This design comes from an exercise in tuning for small area, a short achievable clock period and few clock cycles on the open sky130 flow, not from production work. In this exercise RTL edits were held to simulation tests only and were not proved equivalent to the original. No activity file was given, so power comes from the tool's default toggle rates.

## flow/design.v (module list and top-level ports; edited modules follow where they fit)
// module multipler_16x16: 14 lines
// module multipler_top: 1876 lines
module multipler_top #(
    parameter integer DATA_LENGTH       = 64,
    parameter integer BLOCK_LENGTH      = 16,
    parameter integer LENGTH            = 16
) (
    input  logic                        clk_i,
    input  logic                        rst_ni,
    input  logic                        start_i,
    output logic                        busy_o,
    output logic                        finish_o,
    input  logic [DATA_LENGTH-1:0]      indata_a_i,
    input  logic [DATA_LENGTH-1:0]      indata_b_i,
    output logic [DATA_LENGTH*2-1:0]    outdata_r_o
);
  // ...
==> flow/flow/run.sh <==
#!/bin/bash
set -euo pipefail
{
  echo "include $(pwd)/config.mk"
  cat flow/extra.mk
} > extra_config.mk
sed "s#DESIGN_CONFIG=[^ ]*#DESIGN_CONFIG=$(pwd)/extra_config.mk#" standard.sh > standard_extra.sh
bash standard_extra.sh > standard.log 2>&1
==> flow/flow/extra.mk <==
export SETUP_SLACK_MARGIN = 6.5
export BUFFER_PORTS_ARGS = -buffer_cell sky130_fd_sc_hd__buf_1
==> flow/standard.sh <==
#!/bin/bash
# synth_recipe.tcl (not shown) runs the flow's synth.tcl, then flattens the netlist and writes it again
# the make line also repeats each setting of config.mk as NAME=value (left out here)
make -C /OpenROAD-flow-scripts/flow DESIGN_CONFIG=/design/flow/config.mk WORK_HOME=/design/flow/orfs CLKGATE_MAP_FILE= SYNTH_SCRIPT=/design/flow/synth_recipe.tcl "${@:-finish}"
==> flow/config.mk <==
export PLATFORM = sky130hd
export DESIGN_NAME = multipler_top
export DESIGN_NICKNAME = multipler_top
export VERILOG_FILES = /design/flow/design.v
export SDC_FILE = /design/flow/constraint.sdc
export NUM_CORES = 4
export LEC_CHECK = 0
export CAP_MARGIN = 20
export CORE_MARGIN = 2
export CORE_UTILIZATION = 45
export SLEW_MARGIN = 20
==> flow/constraint.sdc <==
create_clock -name core_clock -period 10.0 [get_ports {clk_i}]
set_input_delay 2.0000 -clock core_clock [delete_from_list [all_inputs] [get_ports {clk_i}]]
set_output_delay 2.0000 -clock core_clock [all_outputs]
set_load 0.01 [all_outputs]
==> flow_metrics.py, run 1 <==
metrics = {
    "worst_setup_path": {
        "path_depth": 9,
        "crit_start": "two_q[0]",
        "crit_end": "outdata_r_o[122]",
        "timing_worst_setup_path_type": "flop to flop",
        "reg2reg_depth": 9,
    },
    "finish": {
        "final-nonclk-buf-share_pct": 5.698,
        "layout-drive-gt1-share_pct": 11.36,
        "sh_seq_area_pct": 27.09,
        "inverters": 152,
        "areaGrowthSynthToFinish_pct": 13.12,
        "largest_register_ffs": 66,
    },
    "synthesis": {
        "ys.flop_type": "dfxtp_1",
        "synthMuxAreaShare_pct": 6.547,
        "synth_top_family_by_area": "adder cells",
        "synth_compound_area_share_pct": 10.63,
        "ys_seq_area_share_pct": 30.50,
    },
    "die": {
        "die_w_um": 220.7,
    },
    "global_route": {
        "grt_usage_pct": 22.34,
        "top_usage_layer": "met2",
        "grtUsageMet2_pct": 36.78,
    },
    "clocking": {
        "cts_root_buf": "clkbuf_16",
        "clock_sinks": 290,
        "insertion_delay_ps": 580,
    },
    "outcome": {
        "status": "finished clean",
    },
    "power": {
        "power_frac_comb_pct": 55.0,
        "top_power_group": "combinational cells",
    },
    "timing": {
        "finalMaxSlewViolations": 0,
        "fin_skew_ps": 26.99,
    },
    "placement": {
        "placed_area_um2": 22150,
    },
    "route": {
        "drt_pass1_iterations": 5,
        "drc_errors": 0,
    },
    "worst_hold_path": {
        "worstHoldEndpoint": "b_q[43]",
        "hp-class": "flop to flop",
    },
}
Testbench counts, summed over its fixed seeds: cycles 33,600.
==> run 2, diff against run 1 <==
--- a/flow/config.mk
+++ b/flow/config.mk
@@ -8,4 +8,6 @@
 export CAP_MARGIN = 20
 export CORE_MARGIN = 2
 export CORE_UTILIZATION = 45
+export CTS_CLUSTER_DIAMETER = 80
+export CTS_CLUSTER_SIZE = 24
 export SLEW_MARGIN = 20
==> flow_metrics.py, run 2 <==
metrics = {
    "route": {
        "wl_met3_um": 3406,
        "met2_length_um": 25080,
        "antenna_left": 0,
        "drc_errors": 0,
        "drt_iter0_markers": 927,
        "top_layer_used": "met5",
        "viasPerCell": 5.349,
        "drt-total-wl_um": 53880,
        "drt_pass1_iterations": 7,
        "vias": 14480,
        "wl_per_cell_um": 19.90,
        "wl_met1_um": 23800,
    },
    "worst_setup_path": {
        "start_kind": "flop",
        "reg2reg_depth": 15,
        "cp.arrival_ps": 3940,
        "worstPathMaxFanout": 4,
        "worstReg2RegStart": "cy_q",
        "cp.required_ps": 10490,
        "r2r_slack_ps": 6550,
        "crit_path_end_kind": "flop",
        "reg2reg_to": "outdata_r_o[109]",
        "timing_worst_setup_path_type": "flop to flop",
    },
    "worst_hold_path": {
        "hp-class": "flop to flop",
        "min_path_cells": 1,
        "worstHoldEndpoint": "b_q[34]",
        "hold_start": "b_q[40]",
    },
    "synthesis": {
        "ys_seq_area_share_pct": 30.50,
        "yosys.cell_count.top_type": "xnor2_1",
        "syn_inst": 1923,
        "syn_nets": 2424,
        "yosys_warnings": 1,
        "yosys_register_bits": 290,
        "ys_async_sr_fraction_pct": 0,
        "synthTopCellsByCount": "xnor2_1, dfxtp_1, fa_1",
        "ys.flop_type": "dfxtp_1",
        "synth_top_area_share_pct": 21.40,
        "syn_avg_cell_area_um2": 10.99,
        "synth_area_um2": 21140,
        "ys_types": 55,
        "synth_edf_count": 64,
        "yosys-top-cells-area": "dfxtp_1, fa_1, ha_1",
        "synth_top_area_cell": "dfxtp_1",
    },
    "timing": {
        "period_share_pct": 34.46,
        "tightestPinTransition_ps": 969.4,
        "finalCriticalPeriod_ps": 3446,
        "setup_violations": 0,
        "finalSetupTns_ps": 0,
        "slew_headroom_pct": 35.37,
        "hold_viol": 0,
        "finalMaxSlewViolations": 0,
        "fin_skew_ps": 44.98,
        "fmax_mhz": 290.2,
        "grt_setup_unrepaired": "yes",
    },
    "finish": {
        "final_nets": 2584,
        "largest_register_ffs": 66,
        "final_cell_mix": "buf_1, xnor2_1, dfxtp_1",
        "n_antenna_cell": 0,
        "layout-drive-gt1-share_pct": 10.90,
        "final_cell_area_um2": 23500,
        "layout_commonest_cell": "buf_1",
        "largestRegisters": "b_q x66, a_q x64, c_q x64",
        "multi_input_area_um2": 13420,
        "regMostFlops": "b_q",
        "final-instance-count-excl-fill": 2707,
        "seqCellArea_um2": 6480,
        "areaGrowthSynthToFinish_pct": 11.16,
        "fillers": 4286,
    },
    "power": {
        "p_per_area_nw_per_um2": 299.9,
        "ir_drop_mv": 0.2027,
        "p_leak_uw": 0.009950,
    },
    "global_route": {
        "grt_usage_pct": 22.17,
        "grt_pass1_wl_um": 84280,
        "gr-total-overflow": 0,
        "antenna_found_initial": 2,
        "grt_pass1_vias": 15160,
        "grt_max_degree": 86,
    },
    "die": {
        "die_area_um2": 48720,
        "die_w_um": 220.7,
        "ios": 261,
        "initial_core_util_pct": 45.50,
        "rows": 79,
        "die_h_um": 220.7,
        "coreArea_um2": 46460,
    },
    "placement": {
        "placed_area_um2": 22150,
        "io_buffers": 260,
        "gp_congestion": 0.8631,
        "dpl.hpwl_um": 38640,
        "dp_cells": 2643,
    },
    "clocking": {
        "insertion_delay_ps": 600,
        "cts_root_buf": "clkbuf_16",
        "clk_pin_slew_ps": 90,
        "htreeDepth": 1,
        "cts_tree": "done",
        "cts_buffer_depth": 3,
        "cts_buffers": 23,
        "clock_sinks": 290,
    },
    "outcome": {
        "status": "finished clean",
    },
    "run": {
        "cap_violations": 0,
    },
}
==> run 2: logic make-up after synthesis <==
family	synth area share [%]
simple gates	7.287
compound gates	10.63
mux	6.547
flops	30.50
xor+xnor	9.737
buf+inv	6.553
fa+ha+maj	28.76
==> run 2: repair_timing <==
item                       CTS  global route
setup endpoints to repair   96            62
hold buffers                 0             0
setup buffers                9            13
cloned                       0             0
pin swaps                    6            13
gates resized for setup     20            26
==> run 2: how the worst max path moves through the flow <==
stage                         from                to  slack (ps)  cells past startpoint
after floorplan           pos_q[2]  outdata_r_o[107]        6610                      9
after global routing          cy_q  outdata_r_o[125]        6450                     15
after CTS                     cy_q  outdata_r_o[109]        6490                     15
after global placement    pos_q[1]  outdata_r_o[125]        6020                      8
after detailed placement  pos_q[1]  outdata_r_o[125]        5990                      8
final                         cy_q  outdata_r_o[109]        6550                     15
==> run 2: layer usage <==
metal	global-route usage [%]	vias to the layer above
met4	6.556	4
li1	-	6787
met3	4.412	84
met5	0	-
met2	36.17	443
met1	29.80	7163
==> run 2: power breakdown <==
| group | total (uW) | switching [uW] | internal, uW |
|---|---|---|---|
| clock network | 1020 | 517 | 504 |
| registers | 1900 | 362 | 1540 |
| logic | 4120 | 2060 | 2070 |
==> run 2: through the flow <==
step           utilization, %  hold slack, ps  power, uW  setup slack, ps
6_report                50.58           464.4       7047             6554
5_1_grt                 50.58           481.8       7764             6453
4_1_cts                 50.04           470.3       7123             6492
3_5_place_dp            47.67           470.3       5994             5990
3_3_place_gp            47.67           461.3       5931             6024
2_1_floorplan               -           444.9       4908             6605
==> run 2: worst max-delay path, cell delays in order, from the launching register on <==
cell	delay, ps
dfxtp_2	320
ha_2	160
or2_4	230
ha_4	160
a21o_1	160
nand4_1	110
a21bo_4	220
o21ai_4	120
a21o_1	220
a221o_1	400
a2bb2oi_4	220
a221o_1	350
ha_2	190
nor2_2	120
xnor2_1	80
mux2_4	260
==> run 2: final cells by class <==
cell class                 count  share of cell area, %
clock buffer                  28                  2.801
tap                          607                  3.232
multi-input combinational   1326                  57.13
timing repair buffer         290                  6.076
sequential                   290                  27.58
inverter                     152                  2.444
clock inverter                14                 0.7402
==> run 3, diff against run 2 <==
--- a/flow/config.mk
+++ b/flow/config.mk
@@ -8,6 +8,7 @@
 export CAP_MARGIN = 20
 export CORE_MARGIN = 2
 export CORE_UTILIZATION = 45
-export CTS_CLUSTER_DIAMETER = 80
-export CTS_CLUSTER_SIZE = 24
+export CTS_BUF_LIST = sky130_fd_sc_hd__clkbuf_8
+export CTS_CLUSTER_DIAMETER = 60
+export CTS_CLUSTER_SIZE = 20
 export SLEW_MARGIN = 20
==> flow_metrics.py, run 3 <==
metrics = {
    "outcome": {
        "status": "finished clean",
    },
    "worst_setup_path": {
        "timing_worst_setup_path_type": "flop to flop",
        "r2r_slack_ps": 6550,
        "cp.arrival_ps": 4030,
        "cp.required_ps": 10580,
        "cp_cell_sequence": "ha_1 > or2_4 > ha_4 > a21o_1 > nand4_1 > a21bo_4 > a2bb2oi_4 > o21ai_4 > a31oi_4 > a41oi_4 > a221o_1 > ha_2 > nor2_4 > xnor2_1 > mux2_4",
        "crit_slowest_cell": "a221o_1",
        "crit_path_end_kind": "flop",
        "worstPathMaxFanout": 5,
        "start_kind": "flop",
        "cpPeakStageDelay_ps": 400,
    },
    "synthesis": {
        "ys_types": 55,
        "synth_top_area_cell": "dfxtp_1",
        "syn_inst": 1923,
        "ys_seq_area_share_pct": 30.50,
        "ys.flop_type": "dfxtp_1",
        "ys_async_sr_fraction_pct": 0,
        "syn_avg_cell_area_um2": 10.99,
        "synthTopCellsByCount": "xnor2_1, dfxtp_1, fa_1",
        "syn_nets": 2424,
        "yosys_warnings": 1,
        "synth_top_area_share_pct": 21.40,
        "synth_area_um2": 21140,
        "yosys_register_bits": 290,
        "yosys.cell_count.top_type": "xnor2_1",
        "yosys-top-cells-area": "dfxtp_1, fa_1, ha_1",
        "synth_edf_count": 64,
    },
    "finish": {
        "fin_util_pct": 50.38,
        "seqCellArea_um2": 6481,
        "fillers": 4313,
        "final_nets": 2584,
        "largestRegisters": "b_q x66, a_q x64, c_q x64",
        "layout-drive-gt1-share_pct": 11.25,
        "n_antenna_cell": 0,
        "regMostFlops": "b_q",
        "multi_input_area_um2": 13430,
        "final_cell_mix": "buf_1, xnor2_1, dfxtp_1",
        "layout_commonest_cell": "buf_1",
        "areaGrowthSynthToFinish_pct": 10.73,
        "largest_register_ffs": 66,
        "final_cell_area_um2": 23400,
    },
    "route": {
        "met2_length_um": 25130,
        "drt_pass1_iterations": 5,
        "antenna_left": 0,
        "wl_met3_um": 3484,
        "vias": 14580,
        "drt-total-wl_um": 54150,
        "wl_per_cell_um": 19.95,
        "top_layer_used": "met5",
        "wl_met1_um": 23990,
        "viasPerCell": 5.370,
        "drc_errors": 0,
        "drt_iter0_markers": 860,
    },
    "power": {
        "ir_drop_mv": 0.1733,
        "p_total_uw": 7013,
        "p_per_area_nw_per_um2": 299.6,
        "p_leak_uw": 0.009906,
    },
    "die": {
        "coreArea_um2": 46460,
        "ios": 261,
        "die_h_um": 220.7,
        "rows": 79,
        "initial_core_util_pct": 45.50,
        "die_area_um2": 48720,
        "die_w_um": 220.7,
    },
    "clocking": {
        "cts_root_buf": "clkbuf_8",
        "clock_sinks": 290,
        "cts_buffers": 30,
        "htreeDepth": 1,
        "cts_tree": "done",
        "clk_pin_slew_ps": 120,
        "cts_buffer_depth": 3,
        "insertion_delay_ps": 690,
    },
    "timing": {
        "fin_skew_ps": 76.54,
        "fmax_mhz": 289.6,
        "finalCriticalPeriod_ps": 3453,
        "tightestPinTransition_ps": 968.6,
        "setup_violations": 0,
        "finalSetupTns_ps": 0,
        "hold_viol": 0,
        "slew_headroom_pct": 35.42,
        "period_share_pct": 34.53,
        "setup_slack_ps": 6547,
        "finalMaxSlewViolations": 0,
        "grt_setup_unrepaired": "yes",
    },
    "global_route": {
        "grt_usage_pct": 22.16,
        "gr-total-overflow": 0,
        "grt_pass1_wl_um": 84350,
        "grt_pass1_vias": 15210,
        "antenna_found_initial": 3,
        "grt_max_degree": 86,
    },
    "worst_hold_path": {
        "hp-class": "flop to flop",
    },
    "placement": {
        "gp_congestion": 0.8631,
        "dpl.hpwl_um": 38640,
        "io_buffers": 260,
        "placed_area_um2": 22150,
        "place_ws_ps": 5990,
    },
    "run": {
        "cap_violations": 0,
    },
}
## run 3: worst paths after layout
kind	from	endpoint	depth (start not counted)
worst min-delay path	b_q[42]	b_q[36]	1
worst max register to register	cy_q	outdata_r_o[125]	15
worst max-delay path	cy_q	outdata_r_o[125]	15
worst min register to register	b_q[42]	b_q[36]	1
## run 3: layout make-up
type | count | share of cell area, %
multi-input cells | 1326 | 57.37
well taps | 607 | 3.245
clock buffers | 31 | 1.823
repair buffers | 283 | 5.880
flip-flops and latches | 290 | 27.69
inverters | 152 | 2.454
clock inverters | 25 | 1.534
## run 3: timing repair
item                       CTS  global route
gates cloned                 0             1
hold buffers                 0             0
setup buffers               10             4
setup endpoints to repair  120            56
hold endpoints to repair     0             0
pin swaps                    9            11
resized for setup           26            20
## run 3: metal layers
layer / global-route usage (%) / vias up
met2: 36.79 / 445
met3: 4.412 / 88
met4: 5.933 / 4
li1: - / 6804
met1: 29.50 / 7234
met5: 0 / -
## run 3: per-stage QoR
stage | hold slack, ps | cells
after floorplan | 444.9 | 1923
after global placement | 461.3 | 2643
after detailed placement | 470.3 | 2643
after CTS | 480.6 | 2709
after global routing | 509.3 | 2714
final | 484.7 | 2714
## run 3: worst max-delay path: cells and delay by family, from the launching register on
kind | cells | cell delay (ps)
compound gates | 7 | 1660
fa+ha+maj | 3 | 530
simple gates | 3 | 450
flops | 1 | 330
mux | 1 | 260
xor+xnor | 1 | 80
## run 3: cell families after synthesis
family	after synthesis	synth area share [%]
adders and majority gates	370	28.76
xor gates and xnor gates	235	9.737
DFF	290	30.50
buffers and inverters	307	6.553
AOI/OAI and AO/OA	306	10.63
and+or+nand+nor	292	7.287
muxes	123	6.547
## run 3: power breakdown
part / leakage (uW) / internal, uW / switching [uW]
logic: 0.00698 / 2070 / 2060
registers: 0.00254 / 1540 / 375
clock network: 0.000390 / 456 / 518
==> run 4, diff against run 3 <==
--- a/flow/config.mk
+++ b/flow/config.mk
@@ -7,8 +7,8 @@
 export LEC_CHECK = 0
 export CAP_MARGIN = 20
 export CORE_MARGIN = 2
-export CORE_UTILIZATION = 45
-export CTS_BUF_LIST = sky130_fd_sc_hd__clkbuf_8
-export CTS_CLUSTER_DIAMETER = 60
-export CTS_CLUSTER_SIZE = 20
+export CORE_UTILIZATION = 55
+export CTS_CLUSTER_DIAMETER = 100
+export CTS_CLUSTER_SIZE = 30
+export PLACE_DENSITY = 0.65
 export SLEW_MARGIN = 20
==> flow_metrics.py, run 4 <==
metrics = {
    "finish": {
        "final_cell_area_um2": 23180,
        "layout_commonest_cell": "buf_1",
        "largestRegisters": "b_q x66, a_q x64, c_q x64",
        "layout-drive-gt1-share_pct": 10.94,
        "final_nets": 2585,
        "areaGrowthSynthToFinish_pct": 9.672,
        "largest_register_ffs": 66,
        "regMostFlops": "b_q",
        "final-instance-count-excl-fill": 2606,
        "final_cell_mix": "buf_1, xnor2_1, dfxtp_1",
    },
    "timing": {
        "tightestPinTransition_ps": 1064,
        "finalSetupTns_ps": 0,
        "finalMaxSlewViolations": 0,
        "grt_setup_unrepaired": "yes",
        "fin_skew_ps": 26.66,
        "period_share_pct": 34.81,
        "finalCriticalPeriod_ps": 3481,
        "setup_violations": 0,
        "fmax_mhz": 287.3,
        "setup_slack_ps": 6519,
        "hold_viol": 0,
        "slew_headroom_pct": 29.08,
    },
    "route": {
        "drc_errors": 0,
        "drt_iter0_markers": 909,
        "drt-total-wl_um": 52750,
        "drt_pass1_iterations": 5,
        "vias": 14550,
        "viasPerCell": 5.582,
        "wl_per_cell_um": 20.24,
        "antenna_left": 0,
    },
    "synthesis": {
        "yosys.cell_count.top_type": "xnor2_1",
        "syn_nets": 2424,
        "synth_top_area_cell": "dfxtp_1",
        "yosys_warnings": 1,
        "ys_async_sr_fraction_pct": 0,
        "ys_types": 55,
        "synthTopCellsByCount": "xnor2_1, dfxtp_1, fa_1",
        "syn_inst": 1923,
        "synth_top_area_share_pct": 21.40,
        "synth_edf_count": 64,
        "synth_area_um2": 21140,
        "syn_avg_cell_area_um2": 10.99,
        "ys.flop_type": "dfxtp_1",
        "yosys_register_bits": 290,
        "ys_seq_area_share_pct": 30.50,
        "yosys-top-cells-area": "dfxtp_1, fa_1, ha_1",
    },
    "power": {
        "p_leak_uw": 0.009853,
        "p_per_area_nw_per_um2": 293.6,
        "ir_drop_mv": 0.1623,
        "p_total_uw": 6807,
    },
    "worst_setup_path": {
        "cp_top_family": "buffers and inverters",
        "cpPeakStageDelay_ps": 330,
        "worstPathMaxFanout": 2,
        "cp.arrival_ps": 3910,
        "cp.required_ps": 10430,
        "crit_start": "ls_q[0]",
        "r2r_slack_ps": 6520,
        "path_common_cell": "buf_4",
        "reg2reg_depth": 24,
        "path_depth": 24,
        "start_kind": "flop",
        "critPathBufInv": 13,
        "cp_cell_sequence": "ha_2 > or2_4 > ha_4 > a21o_1 > nand4_1 > buf_4 > buf_4 > buf_4 > buf_4 > buf_6 > buf_6 > buf_6 > buf_6 > buf_4 > buf_4 > buf_4 > buf_6 > buf_6 > nand2_4 > a31o_4 > ha_4 > nor2_4 > xnor2_2 > mux2_4",
        "crit_end": "outdata_r_o[75]",
        "crit_slowest_cell": "dfxtp_2",
        "worstReg2RegStart": "ls_q[0]",
        "timing_worst_setup_path_type": "flop to flop",
        "crit_path_end_kind": "flop",
        "reg2reg_to": "outdata_r_o[75]",
    },
    "placement": {
        "placed_area_um2": 22030,
        "dp_cells": 2547,
        "io_buffers": 260,
        "gp_congestion": 0.8867,
        "dpl.hpwl_um": 37120,
        "place_ws_ps": 5976,
    },
    "outcome": {
        "status": "finished clean",
    },
    "global_route": {
        "grt_usage_pct": 26.66,
        "grt_pass1_vias": 15130,
        "antenna_found_initial": 4,
        "grt_pass1_wl_um": 82980,
        "grt_max_degree": 86,
        "gr-total-overflow": 0,
    },
    "clocking": {
        "htreeDepth": 1,
        "clk_pin_slew_ps": 110,
        "hold_buffers": 0,
        "cts_buffers": 16,
        "cts_root_buf": "clkbuf_16",
        "cts_tree": "done",
        "clock_sinks": 290,
        "cts_buffer_depth": 3,
        "insertion_delay_ps": 550,
    },
    "die": {
        "initial_core_util_pct": 55.99,
        "coreArea_um2": 37760,
        "rows": 71,
        "ios": 261,
        "die_area_um2": 40020,
        "die_h_um": 200.0,
        "die_w_um": 200.0,
    },
    "worst_hold_path": {
        "hp-class": "flop to flop",
        "min_path_cells": 1,
    },
    "run": {
        "cap_violations": 0,
    },
}
-- run 4: logic make-up after synthesis --
group | share of synthesized area, %
xor gates and xnor gates | 9.737
and+or+nand+nor | 7.287
AOI/OAI and AO/OA | 10.63
buffers and inverters | 6.553
muxes | 6.547
adders and majority gates | 28.76
DFF | 30.50
-- run 4: worst min path at each step --
stage / from / endpoint / slack [ps]
after floorplan: cnt_q[0] / cnt_q[0] / 440
after global placement: cnt_q[0] / cnt_q[0] / 460
after detailed placement: b_q[62] / b_q[56] / 470
after CTS: b_q[41] / b_q[35] / 500
after global routing: b_q[33] / b_q[27] / 510
final: b_q[41] / b_q[35] / 490
-- run 4: cell type report --
cell class	instances	area (um2)
Clock buffer	20	436.7
Fill cell	3163	14570
Antenna cell	1	2.502
Timing Repair Buffer	298	1478
Clock inverter	8	85.08
Inverter	152	570.5
Multi-Input combinational cell	1326	13490
Sequential cell	290	6481
Tap cell	511	639.4
-- run 4: metal layers --
layer / GRT usage [%] / vias to the layer above / share of wire (%)
met5: 0 / - / 0.025
met4: 5.898 / 2 / 2.1
met3: 4.519 / 56 / 6.0
met2: 45.33 / 426 / 48
met1: 35.84 / 7282 / 44
li1: - / 6781 / -
-- run 4: report_power, final --
group	switching (uW)	total, uW	leakage, uW	internal [uW]
Clock	446	777	0.000252	331
Sequential	383	1920	0.00254	1540
Combinational	2030	4110	0.00706	2070
-- run 4: timing repair --
item,in CTS,in global routing
setup endpoints to repair,115,62
resized for setup,23,36
pin swaps,7,16
cloned,0,0
buffers inserted,23,7
-- run 4: stage by stage --
| step | util (%) | hold WS (ps) |
|---|---|---|
| floorplan | - | 444.9 |
| global placement | 58.34 | 463.1 |
| detailed placement | 58.34 | 467.8 |
| CTS | 60.72 | 497.6 |
| global route | 61.40 | 512.1 |
| finish | 61.40 | 490.9 |
==> run 5, diff against run 4 <==
--- a/flow/config.mk
+++ b/flow/config.mk
@@ -7,8 +7,7 @@
 export LEC_CHECK = 0
 export CAP_MARGIN = 20
 export CORE_MARGIN = 2
-export CORE_UTILIZATION = 55
+export CORE_UTILIZATION = 45
 export CTS_CLUSTER_DIAMETER = 100
 export CTS_CLUSTER_SIZE = 30
-export PLACE_DENSITY = 0.65
 export SLEW_MARGIN = 20
==> flow_metrics.py, run 5 <==
metrics = {
    "finish": {
        "areaGrowthSynthToFinish_pct": 9.565,
        "largest_register_ffs": 66,
        "n_antenna_cell": 0,
        "regMostFlops": "b_q",
        "largestRegisters": "b_q x66, a_q x64, c_q x64",
        "final_nets": 2576,
        "final_cell_mix": "buf_1, xnor2_1, dfxtp_1",
        "layout-drive-gt1-share_pct": 10.26,
        "layout_commonest_cell": "buf_1",
    },
    "route": {
        "drt_iter0_markers": 928,
        "drc_errors": 0,
        "antenna_left": 0,
        "vias": 14410,
        "drt_pass1_iterations": 6,
        "viasPerCell": 5.352,
        "drt-total-wl_um": 53790,
        "wl_per_cell_um": 19.98,
    },
    "synthesis": {
        "ys_seq_area_share_pct": 30.50,
        "ys_async_sr_fraction_pct": 0,
        "yosys_warnings": 1,
        "syn_avg_cell_area_um2": 10.99,
        "synth_top_area_cell": "dfxtp_1",
        "yosys-top-cells-area": "dfxtp_1, fa_1, ha_1",
        "ys_types": 55,
        "ys.flop_type": "dfxtp_1",
        "syn_inst": 1923,
        "synth_edf_count": 64,
        "synth_top_area_share_pct": 21.40,
        "syn_nets": 2424,
        "synthTopCellsByCount": "xnor2_1, dfxtp_1, fa_1",
        "yosys_register_bits": 290,
        "yosys.cell_count.top_type": "xnor2_1",
        "synth_area_um2": 21140,
    },
    "power": {
        "p_leak_uw": 0.009785,
        "ir_drop_mv": 0.1914,
        "p_total_uw": 6793,
        "p_per_area_nw_per_um2": 293.3,
    },
    "worst_setup_path": {
        "cpPeakStageDelay_ps": 400,
        "cp_cell_sequence": "ha_2 > or2_4 > ha_4 > a21o_1 > nand4_1 > a21bo_4 > a2bb2oi_4 > o21ai_4 > a31oi_4 > a41oi_4 > a221o_1 > ha_2 > nor2_2 > xnor2_1 > mux2_2",
        "critPathBufInv": 0,
        "worstReg2RegStart": "cy_q",
        "worstPathMaxFanout": 5,
        "cp.arrival_ps": 3860,
        "cp_top_family": "compound AO/OA/AOI/OAI gates",
        "timing_worst_setup_path_type": "flop to flop",
        "start_kind": "flop",
        "crit_start": "cy_q",
        "path_depth": 15,
        "reg2reg_depth": 15,
        "path_common_cell": "ha_2",
        "crit_slowest_cell": "a221o_1",
        "r2r_slack_ps": 6610,
        "crit_path_end_kind": "flop",
        "cp.required_ps": 10460,
    },
    "die": {
        "die_w_um": 220.7,
        "ios": 261,
        "die_h_um": 220.7,
        "initial_core_util_pct": 45.50,
        "coreArea_um2": 46460,
        "rows": 79,
        "die_area_um2": 48720,
    },
    "global_route": {
        "grt_usage_pct": 22.09,
        "antenna_found_initial": 3,
        "grt_max_degree": 86,
        "grt_pass1_vias": 15110,
        "gr-total-overflow": 0,
        "grt_pass1_wl_um": 84060,
    },
    "timing": {
        "period_share_pct": 33.95,
        "hold_viol": 0,
        "grt_setup_unrepaired": "yes",
        "finalCriticalPeriod_ps": 3395,
        "finalMaxSlewViolations": 0,
        "fin_skew_ps": 30.64,
        "fmax_mhz": 294.6,
        "slew_headroom_pct": 35.66,
        "finalSetupTns_ps": 0,
        "tightestPinTransition_ps": 965.0,
        "setup_violations": 0,
    },
    "clocking": {
        "cts_tree": "done",
        "hold_buffers": 0,
        "insertion_delay_ps": 560,
        "clock_sinks": 290,
        "cts_buffer_depth": 3,
        "htreeDepth": 1,
        "cts_root_buf": "clkbuf_16",
        "clk_pin_slew_ps": 120,
        "cts_buffers": 16,
    },
    "worst_hold_path": {
        "hold_start": "b_q[20]",
        "hp-class": "flop to flop",
        "min_path_cells": 1,
    },
    "placement": {
        "io_buffers": 260,
        "gp_congestion": 0.8631,
        "dpl.hpwl_um": 38640,
    },
    "run": {
        "cap_violations": 0,
    },
    "outcome": {
        "status": "finished clean",
    },
}
run 5: cell counts after synthesis:
No cell type changed its count.
run 5: area by class of cell:
class / count / area, um2
clock buffers: 18 / 407.9
clock inverters: 10 / 132.6
fillers: 4343 / 23300
inverters: 152 / 574.3
multi-input cells: 1326 / 13420
flip-flops and latches: 290 / 6480
well taps: 607 / 759.5
repair buffers: 289 / 1386
run 5: cells by family (layout without fill, tap and decap cells):
family / count (synthesis) / in the layout / share of synthesized area (%)
adder cells (fa/ha/maj): 370 / 370 / 28.76
buffers and inverters: 307 / 469 / 6.553
AO/OA/AOI/OAI: 306 / 306 / 10.63
AND/OR/NAND/NOR: 292 / 292 / 7.287
flip-flops: 290 / 290 / 30.50
XOR/XNOR: 235 / 235 / 9.737
multiplexers: 123 / 123 / 6.547
run 5: path summary, 6_finish.rpt:
check                     endpoint
setup / recovery  outdata_r_o[125]
hold / removal             b_q[14]
setup reg to reg  outdata_r_o[125]
hold reg to reg            b_q[14]
run 5: timing repair:
item	CTS	global route
pin swaps	7	9
endpoints found under the hold margin	0	0
resized for setup	23	19
endpoints found under the setup margin	94	56
setup buffers	10	11
run 5: stage by stage:
stage | setup WS (ps) | util, % | cells | hold WS [ps] | instance area (um2)
after floorplan | 6605 | - | 1923 | 444.9 | 21140
after global placement | 6024 | 47.67 | 2643 | 461.3 | 22150
after detailed placement | 5990 | 47.67 | 2643 | 470.3 | 22150
after CTS | 6489 | 49.45 | 2681 | 483.2 | 22970
after global routing | 6460 | 49.85 | 2692 | 508.6 | 23160
final | 6605 | 49.85 | 2692 | 484.5 | 23160
run 5: where the power goes:
group	switching [uW]	internal [uW]	leakage, uW	total [uW]
clock network	452	323	0.000261	775
logic	2060	2060	0.00699	4110
registers	366	1540	0.00254	1910
run 5: worst register-to-register path, stage by stage (launching register included):
cell and delay (ps):
dfxtp_2 330, ha_2 160, or2_4 230, ha_4 160
a21o_1 160, nand4_1 110, a21bo_4 220, a2bb2oi_4 210
o21ai_4 140, a31oi_4 370, a41oi_4 190, a221o_1 400
ha_2 180, nor2_2 110, xnor2_1 70, mux2_2 260
run 5: per-layer routing:
layer  share of wire [%]  track usage [%]  vias to the layer above
met5               0.058                0                        -
met4                 2.7            6.267                        4
met3                 6.0            4.302                       73
met2                  47            36.31                      424
met1                  44            29.63                     7141
li1                    -                -                     6766
==> run 6, diff against run 5 <==
==> flow/flow/extra.mk (replaced) <==
export SETUP_SLACK_MARGIN = 6.25
export BUFFER_PORTS_ARGS = -buffer_cell sky130_fd_sc_hd__buf_1
==> flow_metrics.py, run 6 <==
metrics = {
    "worst_setup_path": {
        "worstReg2RegStart": "two_q[0]",
        "r2r_slack_ps": 6380,
        "reg2reg_to": "outdata_r_o[115]",
        "cpPeakStageDelay_ps": 550,
        "cp.arrival_ps": 4060,
        "cp_cell_sequence": "buf_4 > a22oi_1 > xnor2_1 > fa_1 > inv_1 > fa_1 > fa_1 > ha_1 > mux2_2",
        "path_common_cell": "fa_1",
        "crit_path_end_kind": "flop",
        "cp.required_ps": 10440,
        "timing_worst_setup_path_type": "flop to flop",
        "start_kind": "flop",
        "worstPathMaxFanout": 64,
        "reg2reg_depth": 9,
        "crit_slowest_cell": "fa_1",
    },
    "synthesis": {
        "synth_top_area_share_pct": 21.40,
        "ys_seq_area_share_pct": 30.50,
        "syn_nets": 2424,
        "syn_avg_cell_area_um2": 10.99,
        "yosys_register_bits": 290,
        "yosys.cell_count.top_type": "xnor2_1",
        "yosys_warnings": 1,
        "ys_types": 55,
        "ys.flop_type": "dfxtp_1",
        "yosys-top-cells-area": "dfxtp_1, fa_1, ha_1",
        "syn_inst": 1923,
        "synthTopCellsByCount": "xnor2_1, dfxtp_1, fa_1",
        "synth_area_um2": 21140,
        "ys_async_sr_fraction_pct": 0,
        "synth_edf_count": 64,
        "synth_top_area_cell": "dfxtp_1",
    },
    "timing": {
        "fmax_mhz": 276.5,
        "finalCriticalPeriod_ps": 3616,
        "finalSetupTns_ps": 0,
        "fin_skew_ps": 28.80,
        "finalMaxSlewViolations": 0,
        "setup_slack_ps": 6384,
        "hold_viol": 0,
        "tightestPinTransition_ps": 963.3,
        "period_share_pct": 36.16,
        "slew_headroom_pct": 35.78,
        "grt_setup_unrepaired": "no",
        "setup_violations": 0,
    },
    "placement": {
        "io_buffers": 260,
        "place_ws_ps": 5990,
        "gp_congestion": 0.8631,
        "dpl.hpwl_um": 38640,
    },
    "route": {
        "vias": 14270,
        "drt-total-wl_um": 51790,
        "antenna_left": 0,
        "drt_pass1_iterations": 6,
        "drt_iter0_markers": 872,
        "viasPerCell": 5.333,
        "wl_per_cell_um": 19.36,
        "drc_errors": 0,
    },
    "power": {
        "p_per_area_nw_per_um2": 294.8,
        "ir_drop_mv": 0.1916,
        "p_leak_uw": 0.009651,
    },
    "clocking": {
        "clk_pin_slew_ps": 110,
        "hold_buffers": 0,
        "cts_buffer_depth": 3,
        "clock_sinks": 290,
        "cts_buffers": 16,
        "htreeDepth": 1,
        "cts_tree": "done",
        "cts_root_buf": "clkbuf_16",
        "insertion_delay_ps": 550,
    },
    "die": {
        "ios": 261,
        "initial_core_util_pct": 45.50,
        "die_h_um": 220.7,
        "die_w_um": 220.7,
        "die_area_um2": 48720,
        "coreArea_um2": 46460,
        "rows": 79,
    },
    "worst_hold_path": {
        "hp-class": "flop to flop",
        "min_path_cells": 1,
        "hold_start": "b_q[20]",
        "worstHoldEndpoint": "b_q[14]",
    },
    "global_route": {
        "antenna_found_initial": 2,
        "grt_usage_pct": 21.45,
        "grt_pass1_vias": 14970,
        "grt_max_degree": 86,
        "grtUsageMet2_pct": 35.21,
        "top_usage_layer": "met2",
        "use_met3_pct": 3.739,
        "grt_pass1_wl_um": 82140,
        "use_met1_pct": 29.06,
        "gr-total-overflow": 0,
    },
    "finish": {
        "layout_commonest_cell": "buf_1",
        "regMostFlops": "b_q",
        "layout-drive-gt1-share_pct": 9.236,
        "largest_register_ffs": 66,
        "fillers": 4365,
        "largestRegisters": "b_q x66, a_q x64, c_q x64",
        "areaGrowthSynthToFinish_pct": 8.086,
        "n_antenna_cell": 0,
        "final_nets": 2559,
        "final_cell_mix": "buf_1, xnor2_1, dfxtp_1",
    },
    "outcome": {
        "status": "finished clean",
    },
    "run": {
        "cap_violations": 0,
    },
}
-- run 6: cell counts after synthesis --
No cell type changed its count.
-- run 6: layout make-up --
class,count,area [um2],share of cell area [%]
clock inverters,10,132.6,0.5805
multi-input cells,1326,13360,58.47
flip-flops and latches,290,6479,28.36
repair buffers,272,1136,4.973
inverters,152,574.3,2.514
clock buffers,18,407.9,1.785
well taps,607,759.5,3.324
-- run 6: worst max-delay path by stage --
stage	from	endpoint	slack (ps)	cells past startpoint
2_1_floorplan	pos_q[2]	outdata_r_o[107]	6610	9
3_3_place_gp	pos_q[1]	outdata_r_o[125]	6020	8
3_5_place_dp	pos_q[1]	outdata_r_o[125]	5990	8
4_1_cts	first	outdata_r_o[73]	6260	7
5_1_grt	cy_q	outdata_r_o[109]	6240	15
6_report	two_q[0]	outdata_r_o[115]	6380	9
-- run 6: worst max-delay path, delay by kind of cell, from the launching register on --
kind	cells	cell delay [ps]
buffers and inverters	2	610
xor gates and xnor gates	1	190
AOI/OAI and AO/OA	1	220
DFF	1	330
adders and majority gates	4	1800
muxes	1	260
-- run 6: cells by family after synthesis --
group,Yosys count,share of synthesized area [%]
buffers and inverters,307,6.553
flip-flops,290,30.50
multiplexers,123,6.547
XOR/XNOR,235,9.737
AND/OR/NAND/NOR,292,7.287
AO/OA/AOI/OAI,306,10.63
adder cells (fa/ha/maj),370,28.76
-- run 6: routing by layer --
layer  vias up  share of wire (%)
met2       399                 46
met3        68                5.9
li1       6734                  -
met1      7060                 45
met5         -              0.060
met4         4                2.8
-- run 6: what timing repair did --
action / CTS / global route
pin swaps: 0 / 5
resized for setup: 5 / 13
setup buffers: 2 / 2
endpoints found under the setup margin: 64 / 50
-- run 6: metrics by stage --
step	total power [uW]	instances	hold WS (ps)	util [%]	instance area, um2
2_1_floorplan	4908	1923	444.9	-	21140
3_3_place_gp	5931	2643	461.3	47.67	22150
3_5_place_dp	5994	2643	470.3	47.67	22150
4_1_cts	6833	2673	483.2	48.99	22760
5_1_grt	7452	2675	508.6	49.18	22850
6_report	6736	2675	485.5	49.18	22850
-- run 6: where the power goes --
group / internal [uW] / switching (uW)
Combinational: 2030 / 2000
Clock: 323 / 448
Sequential: 1540 / 395
==> run 7, diff against run 6 <==
==> flow/flow/extra.mk (replaced) <==
export SETUP_SLACK_MARGIN = 6.75
export BUFFER_PORTS_ARGS = -buffer_cell sky130_fd_sc_hd__buf_1
==> flow_metrics.py, run 7 <==
metrics = {
    "synthesis": {
        "ys_async_sr_fraction_pct": 0,
        "syn_inst": 1923,
        "synth_edf_count": 64,
        "yosys_warnings": 1,
        "yosys_register_bits": 290,
        "yosys-top-cells-area": "dfxtp_1, fa_1, ha_1",
        "synth_xor_area_share_pct": 9.737,
        "ys_seq_area_share_pct": 30.50,
        "synth_area_um2": 21140,
        "synth_compound_area_share_pct": 10.63,
        "syn_nets": 2424,
        "synth_top_area_share_pct": 21.40,
        "yosys.cell_count.top_type": "xnor2_1",
        "synthMuxAreaShare_pct": 6.547,
        "ys_types": 55,
        "synthTopCellsByCount": "xnor2_1, dfxtp_1, fa_1",
        "yosys.area_share.simple_pct": 7.287,
        "ys.flop_type": "dfxtp_1",
        "synth_top_family_by_area": "adder cells",
        "synthAdderAreaFrac_pct": 28.76,
        "syn_avg_cell_area_um2": 10.99,
        "synth_top_area_cell": "dfxtp_1",
    },
    "global_route": {
        "gr-total-overflow": 0,
        "grt_usage_pct": 22.84,
        "antenna_found_initial": 2,
        "grt_pass1_vias": 15320,
        "grt_max_degree": 78,
        "grt_pass1_wl_um": 86380,
    },
    "power": {
        "p_leak_uw": 0.01056,
        "p_per_area_nw_per_um2": 291.2,
        "ir_drop_mv": 0.2414,
    },
    "timing": {
        "finalMaxSlewViolations": 0,
        "slew_headroom_pct": 31.53,
        "grt_setup_unrepaired": "yes",
        "fmax_mhz": 299.7,
        "period_share_pct": 33.37,
        "fin_skew_ps": 32.23,
        "finalCriticalPeriod_ps": 3337,
        "tightestPinTransition_ps": 1027,
        "setup_violations": 0,
        "finalSetupTns_ps": 0,
        "hold_viol": 0,
    },
    "run": {
        "cap_violations": 0,
    },
    "worst_setup_path": {
        "r2r_slack_ps": 6660,
        "timing_worst_setup_path_type": "flop to flop",
        "cp.required_ps": 10460,
        "worstPathMaxFanout": 3,
        "cp.arrival_ps": 3800,
        "crit_path_end_kind": "flop",
        "start_kind": "flop",
    },
    "clocking": {
        "clk_pin_slew_ps": 110,
        "cts_tree": "done",
        "cts_buffers": 18,
        "htreeDepth": 1,
        "cts_buffer_depth": 3,
        "clock_sinks": 290,
        "insertion_delay_ps": 560,
        "cts_root_buf": "clkbuf_16",
        "hold_buffers": 0,
    },
    "die": {
        "die_area_um2": 48720,
        "die_h_um": 220.7,
        "initial_core_util_pct": 45.50,
        "rows": 79,
        "die_w_um": 220.7,
        "ios": 261,
        "coreArea_um2": 46460,
    },
    "route": {
        "antenna_left": 0,
        "drc_errors": 0,
        "drt_iter0_markers": 1151,
        "vias": 15180,
        "viasPerCell": 5.517,
        "drt-total-wl_um": 61590,
        "wl_per_cell_um": 22.39,
        "drt_pass1_iterations": 5,
    },
    "finish": {
        "final-instance-count-excl-fill": 2751,
        "layout_commonest_cell": "buf_1",
        "layout-drive-gt1-share_pct": 23.53,
        "largest_register_ffs": 66,
        "largestRegisters": "b_q x66, a_q x64, c_q x64",
        "final_nets": 2631,
        "areaGrowthSynthToFinish_pct": 20.36,
        "final_cell_mix": "buf_1, xnor2_1, dfxtp_1",
        "fillers": 3986,
        "regMostFlops": "b_q",
    },
    "outcome": {
        "status": "finished clean",
    },
    "placement": {
        "dp_cells": 2644,
        "io_buffers": 260,
        "dpl.hpwl_um": 37400,
        "gp_congestion": 0.8218,
    },
    "worst_hold_path": {
        "hp-class": "flop to flop",
    },
}
[run 7: cell count changes in the layout (fill, tap and decap cells not counted), sizes merged]
| cell | before | now |
|---|---|---|
| diode | 0 | 2 |
| clkinv | 6 | 8 |
| clkinvlp | 1 | 0 |
| clkbuf | 18 | 40 |
| buf | 272 | 323 |
[run 7: repair_timing]
item	CTS	global route
resized for setup	67	236
pin swaps	23	187
endpoints found under the setup margin	145	82
cloned	6	26
setup buffers	18	23
[run 7: area by class of cell]
cell class                      instances  area, um2  share of cell area (%)
Antenna cell                            2      5.005                 0.01967
Clock buffer                           21      483.0                   1.898
Clock inverter                         11      183.9                  0.7230
Inverter                              152      571.8                   2.248
Multi-Input combinational cell       1326      14520                   57.08
Sequential cell                       290       6530                   25.67
Tap cell                              607      759.5                   2.985
Timing Repair Buffer                  342       2386                   9.379
[run 7: final timing paths]
kind                           end  cells after the start     from
setup / recovery  outdata_r_o[109]                     15     cy_q
hold / removal             b_q[30]                      1  b_q[36]
setup reg to reg  outdata_r_o[109]                     15     cy_q
hold reg to reg            b_q[30]                      1  b_q[36]
[run 7: kinds of logic (layout without fill, tap and decap cells)]
group | Yosys count | in the layout
AOI/OAI and AO/OA | 306 | 306
xor gates and xnor gates | 235 | 235
adders and majority gates | 370 | 370
buffers and inverters | 307 | 526
DFF | 290 | 290
muxes | 123 | 123
other | 0 | 2
and+or+nand+nor | 292 | 292
[run 7: power by group]
group          total (uW)  internal [uW]  switching [uW]
Combinational        4590           2350            2240
Clock                 890            386             504
Sequential           1920           1550             369
Total                7410           4290            3110
[run 7: per-stage QoR]
| stage | total power (uW) | util, % | area (um2) | hold slack, ps | worst slack (ps) |
|---|---|---|---|---|---|
| detailed placement | 5976 | 47.70 | 22160 | 468.0 | 5938 |
| global placement | 5917 | 47.69 | 22150 | 461.8 | 5943 |
| floorplan | 4911 | - | 21170 | 444.9 | 6750 |
| CTS | 7057 | 50.60 | 23510 | 493.1 | 6621 |
| finish | 7408 | 54.76 | 25440 | 484.5 | 6663 |
| global route | 8130 | 54.76 | 25440 | 507.6 | 6541 |
[run 7: metal layers]
metal	share of wire, %	up-vias	track usage (%)
met3	8.4	119	4.289
met5	0	-	0
met4	3.3	0	5.911
met2	46	614	36.74
li1	-	6901	-
met1	42	7544	31.64
[run 7: critical path: stages (launching register included)]
cell       delay (ps)
dfxtp_2           330
ha_2              160
or2_4             230
ha_4              160
a21o_1            170
nand4_1           120
a21bo_4           200
o21ai_4           100
a21o_1            210
a221o_1           400
a2bb2oi_4         190
a221o_1           380
ha_4              180
nor2_2             80
xnor2_1            70
mux2_2            260

==> separate check: timing with driven ports <==
Ports are ideal in the flow. The routed layouts listed here were re-timed in OpenROAD.
Step 1 (the two cells are an assumption about what drives the block):
set clk [get_ports {clk_i}]
set_driving_cell -lib_cell sky130_fd_sc_hd__clkbuf_16 $clk
set_driving_cell -lib_cell sky130_fd_sc_hd__buf_2 [delete_from_list [all_inputs] $clk]
Step 2 times the ports against the registers' clock, not the clock port: input delays grow and output delays shrink by t, the midpoint of the rising clock arrivals with the driver on.
Slacks: no drivers / after step 1 / after step 2; pairs: no drivers / after step 1.
run | t (ns) | setup slack, ns | worst setup path at the end
run 1 | 0.615 | 6.604 / 6.604 / 6.604 | register to register
run 2 | 0.629 | 6.554 / 6.554 / 6.554 | register to register
run 3 | 0.709 | 6.547 / 6.539 / 6.547 | register to register
run 4 | 0.589 | 6.519 / 6.519 / 6.519 | register to register
run 5 | 0.599 | 6.605 / 6.605 / 6.605 | register to register
run 6 | 0.595 | 6.384 / 6.384 / 6.384 | register to register
run 7 | 0.603 | 6.663 / 6.663 / 6.663 | register to register
After both steps setup and hold are still met in every run listed.
